What follows belongs to an exercise in optimizing a design on an open flow for small area; a production flow would make more cautious choices. Function was checked by simulation only, so behaviour that the tests miss may differ from the original. No activity file was given, so power comes from the tool's default toggle rates.

## flow/design.v (module list and top-level ports; edited modules follow where they fit)
// module DivFreq: 13 lines
// module Cronometro: 38 lines
// module Comparador: 32 lines
// module UART: 78 lines
// module PWM: 31 lines
// module BCDSSeg: 24 lines
// module LCD_TEXT: 54 lines
// module Reset_Delay: 19 lines
// module Pantalla: 145 lines
// module PantallaRom: 576 lines
// module Cambio: 24 lines
// module PILLOUT: 359 lines
module PILLOUT(clk,
					rst,
					filas,
					columnas,
					RX,
					TX,
					Servo1,
					Servo2,
					Bocina,
					HEX0,
					dis,
					LCD_RW, 
					LCD_EN, 
					LCD_RS, 
					LCD_DATA);
  // ...
==> flow/run.sh <==
#!/bin/bash
# synth_recipe.tcl (not shown) runs the flow's synth.tcl, then flattens the netlist and writes it again
# the make line also repeats each setting of config.mk as NAME=value (left out here)
make -C /OpenROAD-flow-scripts/flow DESIGN_CONFIG=/design/flow/config.mk WORK_HOME=/design/flow/orfs CLKGATE_MAP_FILE= SYNTH_SCRIPT=/design/flow/synth_recipe.tcl finish
==> flow/config.mk <==
export PLATFORM = sky130hd
export DESIGN_NAME = PILLOUT
export DESIGN_NICKNAME = PILLOUT
export VERILOG_FILES = /design/flow/design.v
export SDC_FILE = /design/flow/constraint.sdc
export NUM_CORES = 4
export LEC_CHECK = 0
export CAP_MARGIN = 20
export CORE_MARGIN = 2
export CORE_UTILIZATION = 60
export CTS_BUF_LIST = sky130_fd_sc_hd__clkbuf_16
export CTS_CLUSTER_DIAMETER = 100
export CTS_CLUSTER_SIZE = 20
export SLEW_MARGIN = 20
==> flow/constraint.sdc <==
create_clock -name core_clock -period 10.0 [get_ports {clk}]
set_input_delay 2.0000 -clock core_clock [delete_from_list [all_inputs] [get_ports {clk}]]
set_output_delay 2.0000 -clock core_clock [all_outputs]
set_load 0.01 [all_outputs]
==> flow_summary.yaml, run 1 <==
cells_and_area:
  fill_cells: 3286
  layout-drive-gt1-share_pct: 5.32
  biggestCellCategory: "multi-input combinational cells"
  fin_util_pct: 63.4
power:
  p_seq_share_pct: 59.9
  powerComb_w: 0.000184
  power.static_leakage_nw: 9.11
  p_clk_share_pct: 34.1
  switching_power_w: 0.000739
setup_path:
  cp.depth: 17
  crit_chain: "nor2b_1 > a21oi_1 > a21o_1 > inv_1 > ha_1 > a222oi_1 > a21oi_1 > a21o_1 > mux2i_1 > ha_1 > nor2_1 > nor2_1 > nor2_2 > mux2i_1 > a32o_1 > a2111oi_2 > a21oi_1"
  cp-startpoint: "posiH_s[2]"
sta:
  worst_slack_ns: 4.02
  period_share_pct: 59.8
  slew_headroom_pct: 30.8
outcome:
  status: "finished clean"
synth:
  synth_cell_type_count: 105
  synthFlopType: "edfxtp_1"
routing:
  wl_mm: 67.0
global_route:
  track_usage_pct: 31.7
  top_usage_layer: "met2"
  grt_max_degree: 68
cts:
  post_cts_buffers: 0
  worstSkewPairLatency_ns: 0.60
die:
  die_area_mm2: 0.0415
  coreArea_mm2: 0.0395
==> module LCD_TEXT, before the edit <==
module    LCD_TEXT (  
                    iCLK,iRST_N,
                    LCD_DATA,LCD_RW,LCD_EN,LCD_RS,
                    LUT_LINE, LUT_COL, LUT_DATA, DONE);
output reg [1:0] LUT_LINE;
output reg [4:0] LUT_COL;
input [8:0] LUT_DATA;
input  iCLK,iRST_N;
output [7:0] LCD_DATA;
output LCD_RW,LCD_EN,LCD_RS;
output reg DONE;
reg [6:0]  t;
reg [7:0]  mLCD_DATA;
reg        mLCD_RS;
wire first = (LUT_LINE == 2'd3) && (LUT_COL == 5'd20);
wire last_clk = first ? (t == 7'd70) : (t == 7'd65);
wire running = (LUT_COL != 5'd25);
assign LCD_DATA = mLCD_DATA;
assign LCD_RS   = mLCD_RS;
assign LCD_RW   = 1'b0;
assign LCD_EN   = (t >= 7'd3) && (t <= 7'd5);
always@(posedge iCLK)
begin
    if(!iRST_N)
    begin
        LUT_LINE  <= 2'd3;
        LUT_COL   <= 5'd20;
        t         <= 7'd0;
        mLCD_DATA <= 8'd0;
        mLCD_RS   <= 1'b0;
        DONE      <= 1'b0;
    end
    else if(!running) DONE <= 1'b1;
    else if(t == 7'd0)
    begin
        mLCD_DATA <= LUT_DATA[7:0];
        mLCD_RS   <= LUT_DATA[8];
        t         <= 7'd1;
    end
    else if(last_clk)
    begin
        t <= 7'd0;
        begin
            if(LUT_COL == 5'd19 && LUT_LINE == 2'd3) LUT_COL <= 5'd25;
            else if(LUT_COL == 5'd19 || LUT_COL == 5'd24) begin
                LUT_COL  <= 5'd0;
                LUT_LINE <= LUT_LINE + 2'd1;
            end
            else LUT_COL <= LUT_COL + 5'd1;
        end
    end
    else t <= t + 7'd1;
end
endmodule
==> module PILLOUT, before the edit <==
module PILLOUT(clk,
					rst,
					filas,
					columnas,
					RX,
					TX,
					Servo1,
					Servo2,
					Bocina,
					HEX0,
					dis,
					LCD_RW, 
					LCD_EN, 
					LCD_RS, 
					LCD_DATA);
input	clk;
input	rst;
input  [3:0]filas;
output [3:0]columnas;
input RX;
output TX;
output Servo1;
output Servo2;
output Bocina;
output dis;
output [6:0] HEX0;
output  [7:0] LCD_DATA;
output LCD_RW;
output LCD_EN;
output LCD_RS;
wire [4:0]num;
wire Done;
wire [15:0]tiempo;
wire tcarry;
wire DLY_RST;
wire clk_10k;
wire baud;
wire [2:0]cnt;
wire [31:0]tag;
wire done;
wire [1:0] LUT_LINE;
wire [4:0] LUT_COL;
wire [8:0] LUT_DATA;
wire chg;
assign Bocina = 1'b0;
assign dis    = 1'b0;
parameter MenuPrin 	 = 0;
parameter NewUser1 	 = 1;
parameter NewUser2 	 = 2;
parameter RFID1    	 = 3; 
parameter RFID2    	 = 4;
parameter Medicamento = 5;
function [116:0] pack(input [128:0] i);
	pack = {i[128:93], i[91:85], i[82:69], i[67:61], i[58:45], i[43:37], i[34:21], i[19:13], i[10:0]};
endfunction
function [128:0] unpack(input [116:0] p);
	unpack = {p[116:81], 1'b0, p[80:74], 2'b00, p[73:60], 1'b0, p[59:53], 2'b00,
	          p[52:39], 1'b0, p[38:32], 2'b00, p[31:18], 1'b0, p[17:11], 2'b00, p[10:0]};
endfunction
reg [2:0]state_s;
reg [1:0]posi_s;
reg [2:0]posiH_s;
reg in_s;
reg [8:0]contador_s;
reg RST_s;
reg [3:0]med_s;
reg [1:0]user_s;
reg validate_s;
reg [84:0] rec_s;      
reg [3:0] used_s;
reg [31:0] tag0_s, tag1_s, tag2_s, tag3_s;
reg [4:0] num_i;
reg done_i;
reg rstd;
wire [128:0] info_rd = unpack({32'd0, rec_s});
reg [514:0] Usuarios;
always @(*) begin
	Usuarios = 515'd0;
	Usuarios[0]       = used_s[0];
	Usuarios[128:97]  = tag0_s;
	Usuarios[129]     = used_s[1];
	Usuarios[257:226] = tag1_s;
	Usuarios[258]     = used_s[2];
	Usuarios[386:355] = tag2_s;
	Usuarios[387]     = used_s[3];
	Usuarios[514:483] = tag3_s;
end
reg wr;    
reg [23:0] we;    
reg clr;          
reg twr;          
reg [2:0]state;
reg [1:0]posi;
reg [2:0]posiH;
reg in;
reg [8:0]contador;
reg RST;
reg [3:0]med;
reg [128:0]info;
reg [1:0]user;
reg validate;
always @(*) begin
wr = 1'b0;
we = 24'd0;
clr = 1'b0;
twr = 1'b0;
state = state_s;
posi = posi_s;
posiH = posiH_s;
in = in_s;
contador = contador_s;
RST = RST_s;
med = med_s;
user = user_s;
validate = validate_s;
if(state == 0) med = num_i;
info = info_rd;
case(state)
	MenuPrin:begin
					if(num_i == 5'h11) begin
						state = 1;
						info[0] = 1;  
					if(Usuarios[0]   == 0) begin user=2'h0; end
					else if(Usuarios[129] == 0) begin user=2'h1; end
					else if(Usuarios[258] == 0) begin user=2'h2; end
					else if(Usuarios[387] == 0) begin user=2'h3; end
					else state = 0;
					end
					if(num_i == 5'h12) begin state = 4; RST = 0; end
			end
	NewUser1:begin
				if(in == 0 && num_i == 5'h1B) begin
					state = 0; 
					posi = 0; 
					posiH = 0; 
					if( validate == 0) begin info = 0; clr = 1'b1; end
					else validate = 0;
				end
				if(in == 0)begin
					if(posi == 0 || (num_i == 5'h1C && posi == 2'b10)) posi = 2'b01;
					else if((num_i == 5'h1D && posi == 2'b01) || (num_i == 5'h1c && posi == 2'b11)) posi = 2'b10;
					else if(num_i == 5'h1D && posi == 2'b10) posi = 2'b11;
				end
				if((num_i == 5'h1A && (posi == 2'b01 || posi == 2'b10))|| in == 1)begin
				in = 1;
					if((num_i == 5'h1E && posiH == 3'b000) || (num_i == 5'h1F && posiH == 3'b010)) posiH = 3'b001;
					else if((num_i == 5'h1E && posiH == 3'b001) || (num_i == 5'h1F && posiH == 3'b011)) posiH = 3'b010;
					else if((num_i == 5'h1E && posiH == 3'b010) || (num_i == 5'h1F && posiH == 3'b100)) posiH = 3'b011;
					else if((num_i == 5'h1E && posiH == 3'b011) || (num_i == 5'h1F && posiH == 3'b101)) posiH = 3'b100;
					else if((num_i == 5'h1E && posiH == 3'b100)) posiH = 3'b101;			
					else if(num_i == 5'h1F && posiH == 3'b001) posiH = 3'b000;		
					if(posi == 2'b01 && num_i[4]==1'b1 && num_i[3:0] <= 4'h9)begin
						case(posiH)
							3'b000: begin info[4:1] = num_i[3:0]; wr = 1'b1; we[0] = 1'b1; end
							3'b001: begin info[8:5] = num_i[3:0]; wr = 1'b1; we[1] = 1'b1; end
							3'b010: if(num_i[3:0] < 4'h3 && info[16:13] < 4'h4)begin info[12:9] = num_i[3:0]; wr = 1'b1; we[2] = 1'b1; end
							3'b011: begin 
									  if(info[12:9] != 4'h2) begin info[16:13] = num_i[3:0]; wr = 1'b1; we[3] = 1'b1; end
										else if(num_i[3:0] < 4'h4) begin info[16:13] = num_i[3:0]; wr = 1'b1; we[3] = 1'b1; end
									  end
							3'b100: if(num_i[3:0] < 4'h6)begin info[20:17] = num_i[3:0]; wr = 1'b1; we[4] = 1'b1; end		
							3'b101: begin info[24:21] = num_i[3:0]; wr = 1'b1; we[5] = 1'b1; end				
						endcase						
					end
					if(posi == 2'b10 && num_i[4]==1'b1 && num_i[3:0] <= 4'h9)begin
					case(posiH)
						3'b000: begin info[28:25] = num_i[3:0]; wr = 1'b1; we[6] = 1'b1; end
						3'b001: begin info[32:29] = num_i[3:0]; wr = 1'b1; we[7] = 1'b1; end
						3'b010: if(num_i[3:0] < 4'h3 && info[40:37] < 4'h4)begin info[36:33] = num_i[3:0]; wr = 1'b1; we[8] = 1'b1; end
						3'b011: begin 
									if(info[36:33] != 4'h2) begin info[40:37] = num_i[3:0]; wr = 1'b1; we[9] = 1'b1; end
									else if(num_i[3:0] < 4'h4)begin info[40:37] = num_i[3:0]; wr = 1'b1; we[9] = 1'b1; end
								  end
						3'b100: if(num_i[3:0] < 4'h6)begin info[44:41] = num_i[3:0]; wr = 1'b1; we[10] = 1'b1; end
						3'b101: begin info[48:45] = num_i[3:0]; wr = 1'b1; we[11] = 1'b1; end				
					endcase
					end
					if(num_i == 5'h1B)begin in=0; posiH = 3'b000; end
				end	
				if(in == 0 && posi==2'b11 && num_i == 5'h1A)  begin state = 2; posi = 0; posiH = 0;end	
				end
	NewUser2:begin
				if(in == 0 && num_i == 5'h1B) begin
					state = 0; 
					posi = 0; 
					posiH = 0; 
					if( validate == 0)begin
					info = 0; clr = 1'b1;
					end else validate = 0;
				end
				if(in ==	0)begin
					if(num_i == 5'h1C && posi == 2'b01) posi = 2'b00;
					if((num_i == 5'h1D && posi == 2'b00) || (num_i == 5'h1C && posi == 2'b10)) posi = 2'b01;
					else if((num_i == 5'h1D && posi == 2'b01) || (num_i == 5'h1c && posi == 2'b11)) posi = 2'b10;
					else if(num_i == 5'h1D && posi == 2'b10 && validate == 0) posi = 2'b11;
				end
				if((num_i == 5'h1A && (posi == 2'b01 || posi == 2'b10)) || in == 1)begin
				in = 1;
					if((num_i == 5'h1E && posiH == 3'b000) || (num_i == 5'h1F && posiH == 3'b010)) posiH = 3'b001;
					else if((num_i == 5'h1E && posiH == 3'b001) || (num_i == 5'h1F && posiH == 3'b011)) posiH = 3'b010;
					else if((num_i == 5'h1E && posiH == 3'b010) || (num_i == 5'h1F && posiH == 3'b100)) posiH = 3'b011;
					else if((num_i == 5'h1E && posiH == 3'b011) || (num_i == 5'h1F && posiH == 3'b101)) posiH = 3'b100;
					else if((num_i == 5'h1E && posiH == 3'b100)) posiH = 3'b101;			
					else if(num_i == 5'h1F && posiH == 3'b001) posiH = 3'b000;		
					if(posi == 2'b01 && num_i[4]==1'b1 && num_i[3:0] <= 4'h9)begin
						case(posiH)
							3'b000: begin info[52:49] = num_i[3:0]; wr = 1'b1; we[12] = 1'b1; end
							3'b001: begin info[56:53] = num_i[3:0]; wr = 1'b1; we[13] = 1'b1; end
							3'b010: if(num_i[3:0] < 4'h3 && info[64:61] < 4'h4)begin info[60:57] = num_i[3:0]; wr = 1'b1; we[14] = 1'b1; end
							3'b011: begin 
									  if(info[60:57] != 4'h2) begin info[64:61] = num_i[3:0]; wr = 1'b1; we[15] = 1'b1; end
										else if(num_i[3:0] < 4'h4) begin info[64:61] = num_i[3:0]; wr = 1'b1; we[15] = 1'b1; end
									  end
							3'b100: if(num_i[3:0] < 4'h6)begin info[68:65] = num_i[3:0]; wr = 1'b1; we[16] = 1'b1; end		
							3'b101: begin info[72:69] = num_i[3:0]; wr = 1'b1; we[17] = 1'b1; end				
						endcase
					end
					if(posi == 2'b10 && num_i[4]==1'b1 && num_i[3:0] <= 4'h9)begin
					case(posiH)
						3'b000: begin info[76:73] = num_i[3:0]; wr = 1'b1; we[18] = 1'b1; end
						3'b001: begin info[80:77] = num_i[3:0]; wr = 1'b1; we[19] = 1'b1; end
						3'b010: if(num_i[3:0] < 4'h3 && info[88:85] < 4'h4)begin info[84:81] = num_i[3:0]; wr = 1'b1; we[20] = 1'b1; end
						3'b011: begin 
									if(info[84:81] != 4'h2) begin info[88:85] = num_i[3:0]; wr = 1'b1; we[21] = 1'b1; end
									else if(num_i[3:0] < 4'h4)begin info[88:85] = num_i[3:0]; wr = 1'b1; we[21] = 1'b1; end
								  end
						3'b100: if(num_i[3:0] < 4'h6)begin info[92:89] = num_i[3:0]; wr = 1'b1; we[22] = 1'b1; end
						3'b101: begin info[96:93] = num_i[3:0]; wr = 1'b1; we[23] = 1'b1; end				
					endcase
					end
				end
				if(num_i == 5'h1B)begin in=0; posiH = 3'b000; end
				if(in == 0 && num_i == 5'h1A)begin
					if(posi==2'b11)begin
					state = 3; 
					RST = 0;
					end else if(posi == 2'b00) state = 1;
					posi = 0; posiH = 0;
				end
				end
	RFID1: 	begin
					RST = 1;
					if(num_i == 5'h1b) state = 2;					
					info[128:97] = tag[31:0]; twr = 1'b1;
					in = done_i;
						if(in == 1)begin
						contador = contador + 1;
							if(contador == 'd500) begin 
							state = 0; 
							contador = 0;
							in = 0;
							end
						end
				end
	RFID2:	begin
					RST = 1;
					if(num_i == 5'h1b) state = 0;	
					if(done_i)begin
						case(tag)
							Usuarios[128:97]:  begin user = 2'h0; state = 1; in = 0; validate = 1; info[128:97] = tag[31:0]; twr = 1'b1;end
							Usuarios[257:226]: begin user = 2'h1; state = 1; in = 0; validate = 1; info[128:97] = tag[31:0]; twr = 1'b1;end
							Usuarios[386:355]: begin user = 2'h2; state = 1; in = 0; validate = 1; info[128:97] = tag[31:0]; twr = 1'b1;end
							Usuarios[514:483]: begin user = 2'h3; state = 1; in = 0; validate = 1; info[128:97] = tag[31:0]; twr = 1'b1;end
							default: begin
								in = 1;
								RST = 0;
							end
						endcase
					end
				end
endcase
if(rstd) begin
state = 0;
posi = 0;
posiH = 0;
in = 0;
contador = 0;
RST = 1;
med = 0;
info = 0;
user = 0;
validate = 0;
end
end
wire chg_now;
reg [128:0] upd_en, upd_val;
integer k;
always @(*) begin
	upd_en  = 129'd0;
	upd_val = 129'd0;
	upd_en[0]  = 1'b1;
	upd_val[0] = info[0];
	for (k = 0; k < 24; k = k + 1) begin
		upd_en[4*k+1 +: 4]  = {4{we[k] | clr | rstd}};
		upd_val[4*k+1 +: 4] = (clr | rstd) ? 4'd0 : num_i[3:0];    
	end
end
wire [116:0] rec_en = pack(upd_en), rec_val = pack(upd_val);    
integer j;
always @(posedge clk)
	if(clk_10k)
		for (j = 0; j < 85; j = j + 1)
			if(rec_en[j]) rec_s[j] <= rec_val[j];
wire lcd_idle = (LUT_COL == 5'd25);
reg [4:0] fcol;
always @(*) begin
	case(posiH_s)
	3'd0: fcol = 5'd11;
	3'd1: fcol = 5'd12;
	3'd2: fcol = 5'd14;
	3'd3: fcol = 5'd15;
	3'd4: fcol = 5'd17;
	default: fcol = 5'd18;
	endcase
end
wire [1:0] pan_line = lcd_idle ? ((posi_s == 2'd2) ? 2'd1 : 2'd2) : LUT_LINE;
wire [4:0] pan_col  = lcd_idle ? fcol : LUT_COL;
wire [3:0] old_dig;
wire dchg = wr && (old_dig != num_i[3:0]);
always @(posedge clk) begin
	if(rst) rstd <= 1'b1;
	else if(clk_10k) rstd <= 1'b0;
	if(clk_10k) begin
		state_s <= state;
		posi_s <= posi;
		posiH_s <= posiH;
		in_s <= in;
		contador_s <= contador;
		RST_s <= RST;
		med_s <= med;
		user_s <= user;
		validate_s <= validate;
		num_i <= num;
		done_i <= done;
		if(rstd || user == 2'h0) used_s[0] <= info[0];
		if(rstd || user == 2'h1) used_s[1] <= info[0];
		if(rstd || user == 2'h2) used_s[2] <= info[0];
		if(rstd || user == 2'h3) begin used_s[3] <= info[0]; tag3_s[0] <= info[96]; end
		if(rstd || (user == 2'h0 && (twr || clr))) tag0_s <= (twr && !rstd) ? tag : 32'd0;
		if(rstd || (user == 2'h1 && (twr || clr))) tag1_s <= (twr && !rstd) ? tag : 32'd0;
		if(rstd || (user == 2'h2 && (twr || clr))) tag2_s <= (twr && !rstd) ? tag : 32'd0;
		if(rstd || (user == 2'h3 && (twr || clr))) tag3_s[31:1] <= (twr && !rstd) ? tag[30:0] : 31'd0;
	end
end
DivFreq 	div0 (clk, rst, cnt, clk_10k, baud);
Cronometro cronometro1(clk, rst, clk_10k, tiempo, tcarry);
Pantalla   dis1(pan_line, pan_col, state_s, {tag, info_rd[96:1]}, user_s, posi_s, posiH_s, in_s, validate_s, tiempo, LUT_DATA, old_dig);
Cambio     cmb (chg_now, state_s, posi_s, posiH_s, in_s, validate_s, tcarry, dchg,
                state, posi, posiH, in, validate);
reg chg_q;
always @(posedge clk) chg_q <= clk_10k & chg_now;
assign chg = chg_q;
LCD_TEXT    LCD1(clk, DLY_RST & ~rst, LCD_DATA, LCD_RW, LCD_EN, LCD_RS, LUT_LINE, LUT_COL, LUT_DATA, Done);
Reset_Delay r0 (clk, rst, DLY_RST, Done, chg);
Comparador  comp (clk, rst, clk_10k, filas, columnas, num);
UART RFID(clk, rst, baud, clk_10k, RX, TX, RST, tag, done);
PWM servos(clk, rst, cnt, Servo1, Servo2, med);
BCDSSeg sseg(num[3:0], HEX0);
endmodule
==> inputs of run 2 (changes only) <==
--- a/flow/design.v
+++ b/flow/design.v
@@ -214,30 +214,34 @@
 	endcase
 end
 endmodule
-module    LCD_TEXT (  
-                    iCLK,iRST_N,
+module    LCD_TEXT (iCLK, rst, chg,
                     LCD_DATA,LCD_RW,LCD_EN,LCD_RS,
                     LUT_LINE, LUT_COL, LUT_DATA, DONE);
+input  iCLK, rst, chg;
 output reg [1:0] LUT_LINE;
 output reg [4:0] LUT_COL;
 input [8:0] LUT_DATA;
-input  iCLK,iRST_N;
 output [7:0] LCD_DATA;
 output LCD_RW,LCD_EN,LCD_RS;
 output reg DONE;
 reg [6:0]  t;
 reg [7:0]  mLCD_DATA;
 reg        mLCD_RS;
+reg        run;
+reg        win;
+wire [7:0] cont = (run && !win) ? 8'hFF : {LUT_LINE[0], t};
+wire       sat  = (cont == 8'hFF);
+wire [7:0] cont_n = (DONE && chg) ? 8'h00 : sat ? 8'hFF : cont + 8'd1;
 wire first = (LUT_LINE == 2'd3) && (LUT_COL == 5'd20);
 wire last_clk = first ? (t == 7'd70) : (t == 7'd65);
 wire running = (LUT_COL != 5'd25);
 assign LCD_DATA = mLCD_DATA;
 assign LCD_RS   = mLCD_RS;
 assign LCD_RW   = 1'b0;
-assign LCD_EN   = (t >= 7'd3) && (t <= 7'd5);
+assign LCD_EN   = run && !win && (t >= 7'd3) && (t <= 7'd5);
 always@(posedge iCLK)
 begin
-    if(!iRST_N)
+    if(rst || !run)
     begin
         LUT_LINE  <= 2'd3;
         LUT_COL   <= 5'd20;
@@ -256,34 +260,22 @@
     else if(last_clk)
     begin
         t <= 7'd0;
-        begin
-            if(LUT_COL == 5'd19 && LUT_LINE == 2'd3) LUT_COL <= 5'd25;
-            else if(LUT_COL == 5'd19 || LUT_COL == 5'd24) begin
-                LUT_COL  <= 5'd0;
-                LUT_LINE <= LUT_LINE + 2'd1;
-            end
-            else LUT_COL <= LUT_COL + 5'd1;
+        if(LUT_COL == 5'd19 && LUT_LINE == 2'd3) LUT_COL <= 5'd25;
+        else if(LUT_COL == 5'd19 || LUT_COL == 5'd24) begin
+            LUT_COL  <= 5'd0;
+            LUT_LINE <= LUT_LINE + 2'd1;
         end
+        else LUT_COL <= LUT_COL + 5'd1;
     end
     else t <= t + 7'd1;
-end
-endmodule
-module    Reset_Delay(iCLK, rst, oRESET, DONE, chg);
-input        iCLK;
-input        rst;
-input        DONE;
-input        chg;
-output reg   oRESET;
-reg [7:0] Cont;
-always@(posedge iCLK)
-begin
     if(rst) begin
-        Cont   <= 8'd0;
-        oRESET <= 1'b0;
+        run <= 1'b0;
+        win <= 1'b0;
+        {LUT_LINE[0], t} <= 8'd0;
     end else begin
-        oRESET <= (Cont == 8'hFF);
-        if(DONE && chg) Cont <= 8'd0;
-        else if(Cont != 8'hFF) Cont <= Cont + 8'd1;
+        run <= sat;
+        win <= sat && (cont_n != 8'hFF);
+        if(!sat || cont_n != 8'hFF) {LUT_LINE[0], t} <= cont_n;
     end
 end
 endmodule
@@ -1066,7 +1058,6 @@
 wire Done;
 wire [15:0]tiempo;
 wire tcarry;
-wire DLY_RST;
 wire clk_10k;
 wire baud;
 wire [2:0]cnt;
@@ -1384,8 +1375,7 @@
 reg chg_q;
 always @(posedge clk) chg_q <= clk_10k & chg_now;
 assign chg = chg_q;
-LCD_TEXT    LCD1(clk, DLY_RST & ~rst, LCD_DATA, LCD_RW, LCD_EN, LCD_RS, LUT_LINE, LUT_COL, LUT_DATA, Done);
-Reset_Delay r0 (clk, rst, DLY_RST, Done, chg);
+LCD_TEXT    LCD1(clk, rst, chg, LCD_DATA, LCD_RW, LCD_EN, LCD_RS, LUT_LINE, LUT_COL, LUT_DATA, Done);
 Comparador  comp (clk, rst, clk_10k, filas, columnas, num);
 UART RFID(clk, rst, baud, clk_10k, RX, TX, RST, tag, done);
 PWM servos(clk, rst, cnt, Servo1, Servo2, med);
==> run 2 against run 1 <==
Net effect: die area fell by 0.38%; critical path depth fell by 2; sequential share of layout area decreased by 0.41 points; still clean; via count grew 1.3%; largest power group unchanged; global-route usage rose by 0.88 points.
==> flow_summary.yaml, run 2 <==
routing:
  drt_pass1_iterations: 13
  drtIter0Drc: 2632
  route.detailed.drc: 0
  antenna_left: 0
  wl_per_cell_um: 23.1
  wl_mm: 68.7
  via_count: 20014
  vias_per_cell: 6.74
setup_path:
  crit_chain: "and4b_1 > a21o_1 > inv_1 > ha_1 > a2111oi_1 > a22o_1 > inv_1 > ha_1 > or2_2 > a21boi_1 > xnor2_1 > a21oi_1 > nor3b_1 > o211ai_1 > o22ai_1"
  path_class: "reg2reg"
  cp.required_ns: 10.47
  slowest_delay_ns: 0.83
  cp_max_fo: 22
  critPathArrivalTime_ns: 6.69
  cp-end-kind: "register"
  crit_path_start_kind: "register"
  slowest_stage: "and4b_1"
sta:
  finalSetupViolCount: 0
  finalMaxSlewViolations: 0
  rsz0062_at_grt: "false"
  fin_crit_ns: 6.22
  hold_viol: 0
  period_share_pct: 62.2
  clock_skew_ns: 0.0332
  max_freq_mhz: 161
  tns_ns: 0
  slew_headroom_pct: 24.0
  tightest_slew_ns: 1.14
cts:
  cts-htree-levels: 1
  cts_sinks: 396
  cts-resized-gates: 0
  cts_tree: "yes"
  cts_inserted_buffers: 24
  post_cts_buffers: 0
  path_clk_slew_ns: 0.08
  cts_hold_buf: 0
  clock-root-buffer: "clkbuf_16"
  cts_buffer_depth: 3
  worstSkewPairLatency_ns: 0.59
die:
  die_h_um: 203
  start_util_pct: 60.4
  row_count: 73
  coreArea_mm2: 0.0395
  die_w_um: 203
  io_pins: 34
  die_area_mm2: 0.0413
power:
  p_seq_share_pct: 60.3
  power_density_mw_per_mm2: 121
  intPower_w: 0.00229
  p_sw_share_pct: 24.1
  p_clk_share_pct: 33.4
  vdd_ir_drop_max_v: 0.000141
  p_total_w: 0.00301
  power_frac_comb_pct: 6.3
  switching_power_w: 0.000726
  power.static_leakage_nw: 8.66
cells_and_area:
  multi_input_area_mm2: 0.0121
  top_register: "rec_s"
  final_common_cell: "edfxtp_1"
  fin_nets: 2500
  final_area_mm2: 0.0250
  mostFrequentLayoutCells: "281 x edfxtp_1, 219 x nor2_1, 214 x nand2_1"
  syn_to_final_growth_pct: 4.86
  largest_reg_flops: 85
  insertedDiodeCount: 0
  seq_area_mm2: 0.0107
  fin_util_pct: 63.4
  fill_cells: 3308
  layout-drive-gt1-share_pct: 5.07
global_route:
  grt_pass1_vias: 18508
  overflow: 0
  grt_max_degree: 92
  grt_antenna_before_repair: 0
  grt_pass1_wl_mm: 106
  track_usage_pct: 32.6
synth:
  syn_area_per_cell_um2: 9.44
  seq_area_frac_synth_pct: 45.0
  synth_common_cells: "281 x edfxtp_1, 222 x nor2_1, 214 x nand2_1"
  async_flop_share_pct: 0
  netlist.area_leader.share_pct: 35.4
  synth_cell_type_count: 102
  synthTopCellsByArea: "edfxtp_1 35%, dfxtp_1 9.7%, xor2_1 5.9%"
  yosys_warnings: 10
  synth_edf_count: 281
  synthCells: 2526
  synth_area_mm2: 0.0238
  ys_ff_latch: 396
  synthFlopType: "edfxtp_1"
  synth_most_common_cell: "edfxtp_1"
  yosysTopAreaCell: "edfxtp_1"
outcome:
  status: "finished clean"
hold_path:
  hold_class: "reg2reg"
placement:
  gp_congestion: 0.993
  placed_area_mm2: 0.0243
  port-buffer-count: 29
  dp_hpwl_mm: 47.2
job:
  maxCapViolations: 0
run 2: worst max-delay path: cells and delay by family, from the launching register on:
| kind | cells | cell delay [ns] |
|---|---|---|
| AO/OA/AOI/OAI | 7 | 2.31 |
| XOR/XNOR | 1 | 0.14 |
| adder cells (fa/ha/maj) | 2 | 0.85 |
| buffers and inverters | 2 | 0.59 |
| flip-flops | 1 | 0.82 |
| AND/OR/NAND/NOR | 3 | 1.41 |
run 2: logic make-up (layout without fill, tap and decap cells):
group	Yosys count	after routing	share of synthesized area, %
AOI/OAI and AO/OA	698	698	20.1
xor gates and xnor gates	183	183	6.72
adders and majority gates	67	67	3.52
buffers and inverters	259	174	4.55
DFF	396	396	45.0
muxes	26	26	1.21
other	1	4	0.0157
and+or+nand+nor	896	896	18.9
run 2: worst paths after layout:
path	cells past startpoint	end	slack [ns]	from
hold reg to reg	0	num_i[3]	0.44	comp.numeros[3]
setup / recovery	15	LCD1.mLCD_DATA[0]	3.78	LCD1.LUT_COL[4]
setup reg to reg	15	LCD1.mLCD_DATA[0]	3.78	LCD1.LUT_COL[4]
hold / removal	0	num_i[3]	0.44	comp.numeros[3]
run 2: layout make-up:
type,instances,area share [%]
inverters,68,1.02
clock buffers,24,2.40
flip-flops and latches,396,43.0
clock inverters,20,0.485
multi-input cells,1874,48.4
repair buffers,62,2.14
well taps,525,2.63
run 2: power groups by stage:
| stage | Combinational, W | Clock (W) | Sequential (W) |
|---|---|---|---|
| after floorplan | 0.000152 | 0 | 0.00183 |
| after global placement | 0.000184 | 0 | 0.00185 |
| after detailed placement | 0.000187 | 0 | 0.00185 |
| after CTS | 0.000188 | 0.00102 | 0.00182 |
| after global routing | 0.000209 | 0.00107 | 0.00182 |
| final | 0.000191 | 0.00101 | 0.00182 |
run 2: stage by stage:
stage / hold slack (ns) / cells / worst slack, ns
final: 0.437 / 2969 / 3.78
after global routing: 0.448 / 2969 / 3.53
after CTS: 0.440 / 2969 / 4.04
after detailed placement: 0.415 / 2925 / 4.06
after global placement: 0.416 / 2925 / 4.36
after floorplan: 0.408 / 2529 / 4.95
run 2: metal layers:
layer  up-vias  global-route usage, %  wire [um]
li1       9165                      -          -
met1      9623                   46.5      29200
met2      1039                   50.6      30500
met3       187                   4.75       6250
met4         0                   12.2       2820
met5         -                      0          0
==> inputs of run 3 (changes only) <==
--- a/flow/config.mk
+++ b/flow/config.mk
@@ -10,5 +10,5 @@
 export CORE_UTILIZATION = 60
 export CTS_BUF_LIST = sky130_fd_sc_hd__clkbuf_16
 export CTS_CLUSTER_DIAMETER = 100
-export CTS_CLUSTER_SIZE = 20
+export CTS_CLUSTER_SIZE = 25
 export SLEW_MARGIN = 20
==> run 3 against run 2 <==
Net effect: still clean; utilization decreased by 0.28 points; non-clock buffer count unchanged; cell area down 0.44%; routed wire length hardly changed; combinational power hardly changed; clock skew shrank 0.0035 ns; total power shrank 2.7%; critical endpoint unchanged; largest power group unchanged.
==> flow_summary.yaml, run 3 <==
synth:
  synth_most_common_cell: "edfxtp_1"
  synth_cell_type_count: 102
  synth_area_mm2: 0.0238
  seq_area_frac_synth_pct: 45.0
  synth_edf_count: 281
  yosys_warnings: 10
  synthFlopType: "edfxtp_1"
  yosysTopAreaCell: "edfxtp_1"
  netlist.area_leader.share_pct: 35.4
  synth_common_cells: "281 x edfxtp_1, 222 x nor2_1, 214 x nand2_1"
  syn_area_per_cell_um2: 9.44
  async_flop_share_pct: 0
  synthCells: 2526
  ys_ff_latch: 396
  synthTopCellsByArea: "edfxtp_1 35%, dfxtp_1 9.7%, xor2_1 5.9%"
die:
  die_area_mm2: 0.0413
  row_count: 73
  io_pins: 34
  die_h_um: 203
  coreArea_mm2: 0.0395
  start_util_pct: 60.4
  die_w_um: 203
cells_and_area:
  syn_to_final_growth_pct: 4.40
  mostFrequentLayoutCells: "281 x edfxtp_1, 219 x nor2_1, 214 x nand2_1"
  final_common_cell: "edfxtp_1"
  largest_reg_flops: 85
  top_register: "rec_s"
  layout-drive-gt1-share_pct: 5.05
  stdcell_count: 2961
  fin_nets: 2496
cts:
  cts_inserted_buffers: 20
  post_cts_buffers: 0
  cts_tree: "yes"
  worstSkewPairLatency_ns: 0.57
  cts_hold_buf: 0
  cts_sinks: 396
  cts-resized-gates: 0
  cts_buffer_depth: 3
  clock-root-buffer: "clkbuf_16"
  cts-htree-levels: 1
  path_clk_slew_ns: 0.10
job:
  maxCapViolations: 0
sta:
  tightest_slew_ns: 1.13
  period_share_pct: 62.2
  clock_skew_ns: 0.0296
  tns_ns: 0
  rsz0062_at_grt: "false"
  finalMaxSlewViolations: 0
  fin_crit_ns: 6.22
  slew_headroom_pct: 24.4
  finalSetupViolCount: 0
  hold_viol: 0
  max_freq_mhz: 161
routing:
  route.detailed.drc: 0
  wl_mm: 68.7
  drtIter0Drc: 2685
  antenna_left: 0
  via_count: 19942
  wl_per_cell_um: 23.2
  drt_pass1_iterations: 8
  vias_per_cell: 6.73
power:
  vdd_ir_drop_max_v: 0.000209
  power.static_leakage_nw: 8.58
  p_clk_share_pct: 31.5
  switching_power_w: 0.000702
  p_seq_share_pct: 61.9
  power_frac_comb_pct: 6.5
  p_sw_share_pct: 23.9
  power_density_mw_per_mm2: 118
  intPower_w: 0.00223
global_route:
  grt_pass1_wl_mm: 106
  grt_max_degree: 92
  track_usage_pct: 32.6
  grt_pass1_vias: 18466
  grt_antenna_before_repair: 0
  overflow: 0
hold_path:
  hold_end: "num_i[3]"
  hold_start: "comp.numeros[3]"
  min_path_cells: 0
  hold_class: "reg2reg"
placement:
  dp_hpwl_mm: 47.2
  gp_congestion: 0.993
  dpl.cell_count: 2925
  port-buffer-count: 29
setup_path:
  critPathArrivalTime_ns: 6.67
  cp.required_ns: 10.45
  rr_endpoint: "LCD1.mLCD_DATA[0]"
  path_class: "reg2reg"
  timing.rr.start: "LCD1.LUT_COL[4]"
  cp_max_fo: 22
  ff2ff_path_depth: 15
  ff2ff_setup_slack_ns: 3.78
  cp-end-kind: "register"
  crit_path_start_kind: "register"
outcome:
  status: "finished clean"
==> run 3: worst max-delay path, cell delays in order, from the launching register on <==
cell	delay (ns)
dfxtp_1	0.83
and4b_1	0.82
a21o_1	0.72
inv_1	0.54
ha_1	0.63
a2111oi_1	0.69
a22o_1	0.28
inv_1	0.08
ha_1	0.21
or2_2	0.32
a21boi_1	0.20
xnor2_1	0.14
a21oi_1	0.08
nor3b_1	0.27
o211ai_1	0.13
o22ai_1	0.18
==> run 3: per-stage QoR <==
step / setup slack, ns / util (%) / hold WS (ns) / cell area [um^2] / total power, W
final: 3.78 / 63.1 / 0.445 / 24900 / 0.00293
after global routing: 3.53 / 63.1 / 0.456 / 24900 / 0.00301
after CTS: 4.05 / 63.0 / 0.445 / 24900 / 0.00294
after detailed placement: 4.06 / 61.5 / 0.415 / 24300 / 0.00204
after global placement: 4.36 / 61.5 / 0.416 / 24300 / 0.00204
after floorplan: 4.95 / - / 0.408 / 23900 / 0.00198
==> run 3: area by class of cell <==
type | count | area, um^2
fill | 3307 | 14600
multi-input combinational | 1874 | 12100
sequential | 396 | 10700
tap | 525 | 657
timing repair buffer | 62 | 536
clock buffer | 21 | 526
inverter | 68 | 255
clock inverter | 14 | 77.6
antenna | 1 | 2.50
==> run 3: how the worst max path moves through the flow <==
stage	startpoint	to	slack, ns	depth (start not counted)
after floorplan	num_i[2]	tag2_s[0]	4.95	9
after global placement	LCD1.LUT_COL[4]	LCD1.mLCD_DATA[0]	4.36	15
after detailed placement	LCD1.LUT_COL[4]	LCD1.mLCD_DATA[0]	4.06	15
after CTS	LCD1.LUT_COL[4]	LCD1.mLCD_DATA[0]	4.05	15
after global routing	LCD1.LUT_COL[4]	LCD1.mLCD_DATA[0]	3.53	15
final	LCD1.LUT_COL[4]	LCD1.mLCD_DATA[0]	3.78	15
==> run 3: power by group through the flow <==
stage / Sequential [W] / Clock (W) / Combinational [W]
CTS: 0.00182 / 0.000934 / 0.000188
global placement: 0.00185 / 0 / 0.000184
floorplan: 0.00183 / 0 / 0.000152
global route: 0.00182 / 0.000982 / 0.000209
finish: 0.00182 / 0.000925 / 0.000192
detailed placement: 0.00185 / 0 / 0.000187
==> run 3: per-layer routing <==
layer  vias to the layer above  track usage, %  wire (um)
met5                         -               0          0
met1                      9531            46.4      28900
met3                       177            4.68       6690
met2                      1082            51.2      30500
met4                         0            11.3       2640
li1                       9152               -          -
==> run 3: cells by family after synthesis <==
family / after synthesis / share of synthesized area (%)
AO/OA/AOI/OAI: 698 / 20.1
buffers and inverters: 259 / 4.55
AND/OR/NAND/NOR: 896 / 18.9
multiplexers: 26 / 1.21
flip-flops: 396 / 45.0
XOR/XNOR: 183 / 6.72
other: 1 / 0.0157
adder cells (fa/ha/maj): 67 / 3.52

-- what the ideal ports hide --
How much do the figures lean on ideal ports? The routed layouts below were timed once more, with nothing changed but the port constraints. Step 1, drivers: a clkbuf_16 drives clk and a buf_2 each remaining input, both assumed. Step 2 moves the port delays by t, midway between the first and last clock arrival at a register: inputs arrive t later, outputs are due t later. That takes back most of the time a late clock gives input paths. a / b / c = ideal ports / drivers / drivers and shift; a / b = the first two.
| run | shift t [ns] | slack for setup (ns) | worst hold slack (ns) | worst setup path after step 2 |
|---|---|---|---|---|
| run 1 | 0.647 | 4.020 / 4.020 / 4.020 | 0.431 / 0.431 / 0.431 | register to register |
| run 2 | 0.633 | 3.779 / 3.779 / 3.779 | 0.437 / 0.437 / 0.437 | register to register |
| run 3 | 0.604 | 3.780 / 3.780 / 3.780 | 0.445 / 0.445 / 0.445 | register to register |
After both steps every run listed still meets setup and hold.
